Background: an optimization exercise with open tools, aiming at small area, a short achievable clock period and few clock cycles per item. Do not read the settings as production practice.
Function was checked by simulation only, so behaviour that the tests miss may differ from the original.

==> flow/design.v (excerpt) <==
module fir_top (
    input  wire       clk,
    input  wire       resetN,
    input  wire       sampleClk,
    input  wire [7:0] sample,
    output wire [7:0] sum,
    output reg        dav
);
==> flow/config.mk <==
export PLATFORM = sky130hd
export DESIGN_NAME = fir_top
export DESIGN_NICKNAME = fir_top
export VERILOG_FILES = /design/flow/design.v
export SDC_FILE = /design/flow/constraint.sdc
export NUM_CORES = 4
export LEC_CHECK = 0
export CAP_MARGIN = 20
export CORE_MARGIN = 2
export CORE_UTILIZATION = 65
export CTS_BUF_LIST = sky130_fd_sc_hd__clkbuf_8
export CTS_CLUSTER_SIZE = 30
export SETUP_SLACK_MARGIN = 5
export SLEW_MARGIN = 20
export SYNTH_HIERARCHICAL = 1
==> flow/constraint.sdc <==
create_clock -name core_clock -period 10.0 [get_ports {clk}]
set_input_delay 2.0000 -clock core_clock [delete_from_list [all_inputs] [get_ports {clk}]]
set_output_delay 2.0000 -clock core_clock [all_outputs]
set_load 0.01 [all_outputs]
standard.sh (not shown) runs the stock make flow with config.mk's settings and CLKGATE_MAP_FILE= SYNTH_SCRIPT=/design/flow/synth_recipe.tcl, a recipe that flattens the netlist after the stock synthesis.
==> flow/flow/run.sh <==
#!/bin/bash
# The standard layout (the standard.sh: ORFS from synthesis to the final
# layout), with timing repair aiming at a larger setup margin than the flow
# settings allow. make's output goes to flow_make.log; each ORFS step writes
# its own log under orfs/logs, copied here at the end.
set -euo pipefail
bash standard.sh SETUP_SLACK_MARGIN=6.2 finish > flow_make.log 2>&1
cp orfs/logs/*/fir_top/base/*.log . 2>/dev/null || true
The baseline completed with no timing, DRC or antenna violations.
Testbench counts at the start, summed over its fixed seeds: cycles 12,008, items 12,000.
Edit:
--- a/flow/flow/run.sh
+++ b/flow/flow/run.sh
@@ -6,3 +6,3 @@
 set -euo pipefail
-bash standard.sh SETUP_SLACK_MARGIN=6.2 finish > flow_make.log 2>&1
+bash standard.sh SETUP_SLACK_MARGIN=6.0 finish > flow_make.log 2>&1
 cp orfs/logs/*/fir_top/base/*.log . 2>/dev/null || true
- CORE_UTILIZATION: 65 -> 75
Outcome:
- final cell count went down slightly
- wire length came out higher by about a fifth
Edit:
- CORE_UTILIZATION: 75 -> 65
What happened: Non-clock buffer count went down by 3. Maximum frequency rose by 3.6%. Routed wire length came out lower by 18%. Area after synthesis does not change. Sequential share of layout area hardly moves. Worst setup slack gets better by 150 ps. Cell area stays flat. Flip-flop and latch count stays the same.
Edit:
==> flow/flow/run.sh (replaced) <==
#!/bin/bash
# The standard layout (the standard.sh: ORFS from synthesis to the final
# layout) with timing repair aiming at a larger setup margin than the flow
# settings allow. ORFS writes each tool's log under orfs/logs; make's own
# output goes to flow_make.log here.
set -euo pipefail
bash standard.sh SETUP_SLACK_MARGIN=6.5 finish > flow_make.log 2>&1
The changed run finished clean.
Clock-buffer cell count does not change.
Via count increases by a few percent.
Sequential share of layout area decreases by 2.3 points.
Fmax is about the same.
Synthesized cell count stays the same.
Final area increases by a few percent.
Utilization increases by 4.6 points.
Non-clock buffer count increases by 47.

---

## v36
Starting RTL as in the previous note.
Settings: LEC_CHECK=0, CAP_MARGIN=20, CORE_MARGIN=2, CORE_UTILIZATION=65, CTS_BUF_LIST=sky130_fd_sc_hd__clkbuf_8, CTS_CLUSTER_SIZE=30, SETUP_SLACK_MARGIN=5, SLEW_MARGIN=20, SYNTH_HIERARCHICAL=1; clock period 10.0 ns.
run.sh (not shown) runs the stock make flow with config.mk's settings and CLKGATE_MAP_FILE= SYNTH_SCRIPT=/design/flow/synth_recipe.tcl, a recipe that flattens the netlist after the stock synthesis.
Stock flow here: none of the scripts above is used.
Testbench counts of v36, summed over its fixed seeds: cycles 12,008, items 12,000.
> inputs changed (v36 -> v14)
==> flow/flow/run.sh (new file) <==
#!/bin/bash
# The standard layout (the standard.sh: ORFS from synthesis to the final
# layout) with timing repair aiming at a larger setup margin than the flow
# settings allow. ORFS writes each tool's log under orfs/logs; make's own
# output goes to flow_make.log here.
set -euo pipefail
bash standard.sh SETUP_SLACK_MARGIN=6.0 finish > flow_make.log 2>&1
==> flow/standard.sh (new file) <==
#!/bin/bash
# synth_recipe.tcl (not shown) runs the flow's synth.tcl, then flattens the netlist and writes it again
# the make line also repeats each setting of config.mk as NAME=value (left out here)
make -C /OpenROAD-flow-scripts/flow DESIGN_CONFIG=/design/flow/config.mk WORK_HOME=/design/flow/orfs CLKGATE_MAP_FILE= SYNTH_SCRIPT=/design/flow/synth_recipe.tcl "${@:-finish}"
removed: flow/run.sh
Findings:
Total global-route track usage: v14 vs v36, no meaningful difference. Buffer and inverter count on the worst path ends up higher on v14. Comparing v36 against v14, there is no change at all in critical path depth.
The following lists how v37 was set up differently from v14:
-- flow/flow/run.sh --
<<< v14, line 5
# output goes to flow_make.log here.
set -euo pipefail
bash standard.sh SETUP_SLACK_MARGIN=6.0 finish > flow_make.log 2>&1
>>> v37, line 5
# output goes to flow_make.log here.
set -euo pipefail
bash standard.sh SETUP_SLACK_MARGIN=5.6 finish > flow_make.log 2>&1
## What came out
The flow did not stop early for v37: all stages ran, and the layout cleared the timing, DRC and antenna checks. v14 went all the way through synthesis, placement and routing and the layout is clean on timing, DRC and antenna. v37 ends up with a met2 routed wirelength that is about 2% higher than in v14. Per the comparison of v37 with v14, utilization shows a reduction of 1.5 points; top achievable clock speed shows a reduction of 2.1%; via count shows an increase of 0.49%; met3 wire length shows an increase of 220 um; number of global-route vias before repair shows a reduction of 142. t1b[5]$_DFFE_PP_ as the critical path startpoint was reported by v14, and t1a[5]$_DFFE_PP_ by v37. v14 → v37: average wire length per cell after detail routing grew by 0.40 um, total detailed-routing wirelength shows an increase of about 1.1%.

---

Setup of P:
Another version of the RTL of fir_top (not shown whole).
For scale: roughly 710 cells after synthesis, about 160 flip-flops, ~20 I/O pins, about 10000 um2 of cells after synthesis.
## fir_top
module fir_top (
    input  wire       clk,
    input  wire       resetN,
    input  wire       sampleClk,
    input  wire [7:0] sample,
    output wire [7:0] sum,
    output reg        dav
);
==> flow/config.mk <==
export PLATFORM = sky130hd
export DESIGN_NAME = fir_top
export DESIGN_NICKNAME = fir_top
export VERILOG_FILES = /design/flow/design.v
export SDC_FILE = /design/flow/constraint.sdc
export NUM_CORES = 4
export LEC_CHECK = 0
export CAP_MARGIN = 20
export CORE_MARGIN = 2
export CORE_UTILIZATION = 65
export CTS_BUF_LIST = sky130_fd_sc_hd__clkbuf_8
export CTS_CLUSTER_SIZE = 30
export SETUP_SLACK_MARGIN = 5
export SLEW_MARGIN = 20
export SYNTH_HIERARCHICAL = 1
==> flow/constraint.sdc <==
create_clock -name core_clock -period 10.0 [get_ports {clk}]
set_input_delay 2.0000 -clock core_clock [delete_from_list [all_inputs] [get_ports {clk}]]
set_output_delay 2.0000 -clock core_clock [all_outputs]
set_load 0.01 [all_outputs]
standard.sh (not shown) runs the stock make flow with config.mk's settings and CLKGATE_MAP_FILE= SYNTH_SCRIPT=/design/flow/synth_recipe.tcl, a recipe that flattens the netlist after the stock synthesis.
==> flow/flow/run.sh <==
#!/bin/bash
# The standard layout (the standard.sh: ORFS from synthesis to the final
# layout), with timing repair aiming at a larger setup margin than the flow
# settings allow. make's output goes to flow_make.log; each ORFS step writes
# its own log under orfs/logs, copied here at the end.
set -euo pipefail
bash standard.sh SETUP_SLACK_MARGIN=6.5 finish > flow_make.log 2>&1
cp orfs/logs/*/fir_top/base/*.log . 2>/dev/null || true
P ran to completion and came out clean on the timing, DRC and antenna checks.
Testbench counts of P, summed over its fixed seeds: cycles 12,008, items 12,000.
Modified inputs, Q compared to P
-- flow/flow/run.sh --
<<< P, line 6
set -euo pipefail
bash standard.sh SETUP_SLACK_MARGIN=6.5 finish > flow_make.log 2>&1
cp orfs/logs/*/fir_top/base/*.log . 2>/dev/null || true
>>> Q, line 6
set -euo pipefail
bash standard.sh SETUP_SLACK_MARGIN=6.0 finish > flow_make.log 2>&1
cp orfs/logs/*/fir_top/base/*.log . 2>/dev/null || true
==> run summary <==
P has higher post-synthesis to final-layout area growth than Q.
Hold slack delta (Q -> P): insignificant
Q vs P — met1 layer wirelength in the final routing dropped about 12%.

---

fir_top again, from the RTL that the note above started with.
// fir_top
module fir_top (
    input  wire       clk,
    input  wire       resetN,
    input  wire       sampleClk,
    input  wire [7:0] sample,
    output wire [7:0] sum,
    output reg        dav
);
clock: 10.0 ns
lec_check: 0
cap_margin: 20
core_margin: 2
core_utilization: 55
cts_buf_list: sky130_fd_sc_hd__clkbuf_8
cts_cluster_size: 30
setup_slack_margin: 5
slew_margin: 20
synth_hierarchical: 1
==> flow/flow/run.sh <==
#!/bin/bash
# The standard layout (the standard.sh: ORFS from synthesis to the final
# layout), with timing repair aiming at a larger setup margin than the flow
# settings allow and the port buffers made of sky130_fd_sc_hd__buf_2. make's
# output goes to flow_make.log; each ORFS step writes its own log under
# orfs/logs, copied here at the end.
set -euo pipefail
bash standard.sh SETUP_SLACK_MARGIN=6.0 "BUFFER_PORTS_ARGS=-buffer_cell sky130_fd_sc_hd__buf_2" finish > flow_make.log 2>&1
cp orfs/logs/*/fir_top/base/*.log . 2>/dev/null || true
Testbench counts at the start, summed over its fixed seeds: cycles 12,008, items 12,000.
Then changed:
--- a/flow/config.mk
+++ b/flow/config.mk
@@ -8,5 +8,5 @@
 export CAP_MARGIN = 20
 export CORE_MARGIN = 2
-export CORE_UTILIZATION = 55
+export CORE_UTILIZATION = 65
 export CTS_BUF_LIST = sky130_fd_sc_hd__clkbuf_8
 export CTS_CLUSTER_SIZE = 30
Result: The changed run ran to the end with no violations. Flip-flop and latch count does not change. Register-to-register slack improved by 0.04 ns. Synthesized cell count stays the same. Setup slack gets worse by 0.030 ns. First-iteration DRC count came out lower by 29%.

what the ideal ports hide:
In the flow no input, the clock included, has a driving cell. The finished layouts below were timed again as built, in two steps.
Step 1 (the two cells are an assumption about what drives the block):
set clk [get_ports {clk}]
set_driving_cell -lib_cell sky130_fd_sc_hd__clkbuf_16 $clk
set_driving_cell -lib_cell sky130_fd_sc_hd__buf_2 [delete_from_list [all_inputs] $clk]
Step 2, shift: input delay + t, output delay - t, t = (earliest + latest rising clock arrival at the registers) / 2. This alone moves slack from input paths to output paths.
Slacks: ideal / step 1 / step 2; pairs: ideal / step 1.
| run | t, ns | setup slack, ns | worst setup path at the end | slew at the worst register clock pin (ns) |
|---|---|---|---|---|
| the first run of note 1 | 0.480 | 5.922 / 5.922 / 5.770 | input to register | 0.10 / 0.10 |
| the second run of note 1 | 0.488 | 5.688 / 5.688 / 5.416 | input to register | 0.09 / 0.09 |
| the third run of note 1 | 0.485 | 5.840 / 5.840 / 5.596 | input to register | 0.10 / 0.10 |
| the fourth run of note 1 | 0.497 | 5.846 / 5.846 / 5.846 | register to register | 0.10 / 0.10 |
| v36 | 0.482 | 5.602 / 5.602 / 5.351 | input to register | 0.11 / 0.11 |
| v14 | 0.485 | 5.840 / 5.840 / 5.596 | input to register | 0.10 / 0.10 |
| v37 | 0.490 | 5.749 / 5.749 / 5.347 | input to register | 0.11 / 0.11 |
| P | 0.496 | 6.105 / 6.068 / 6.020 | input to register | 0.10 / 0.10 |
| Q | 0.487 | 6.008 / 5.968 / 5.596 | input to register | 0.09 / 0.09 |
| the first run of note 4 | 0.489 | 6.091 / 6.052 / 5.702 | input to register | 0.10 / 0.10 |
| the second run of note 4 | 0.493 | 6.061 / 6.020 / 5.730 | input to register | 0.09 / 0.09 |
After both steps setup and hold are still met in every run listed. For Q, which loses most, drivers alone change the setup slack by -0.040 ns; drivers and shift together by -0.412 ns.
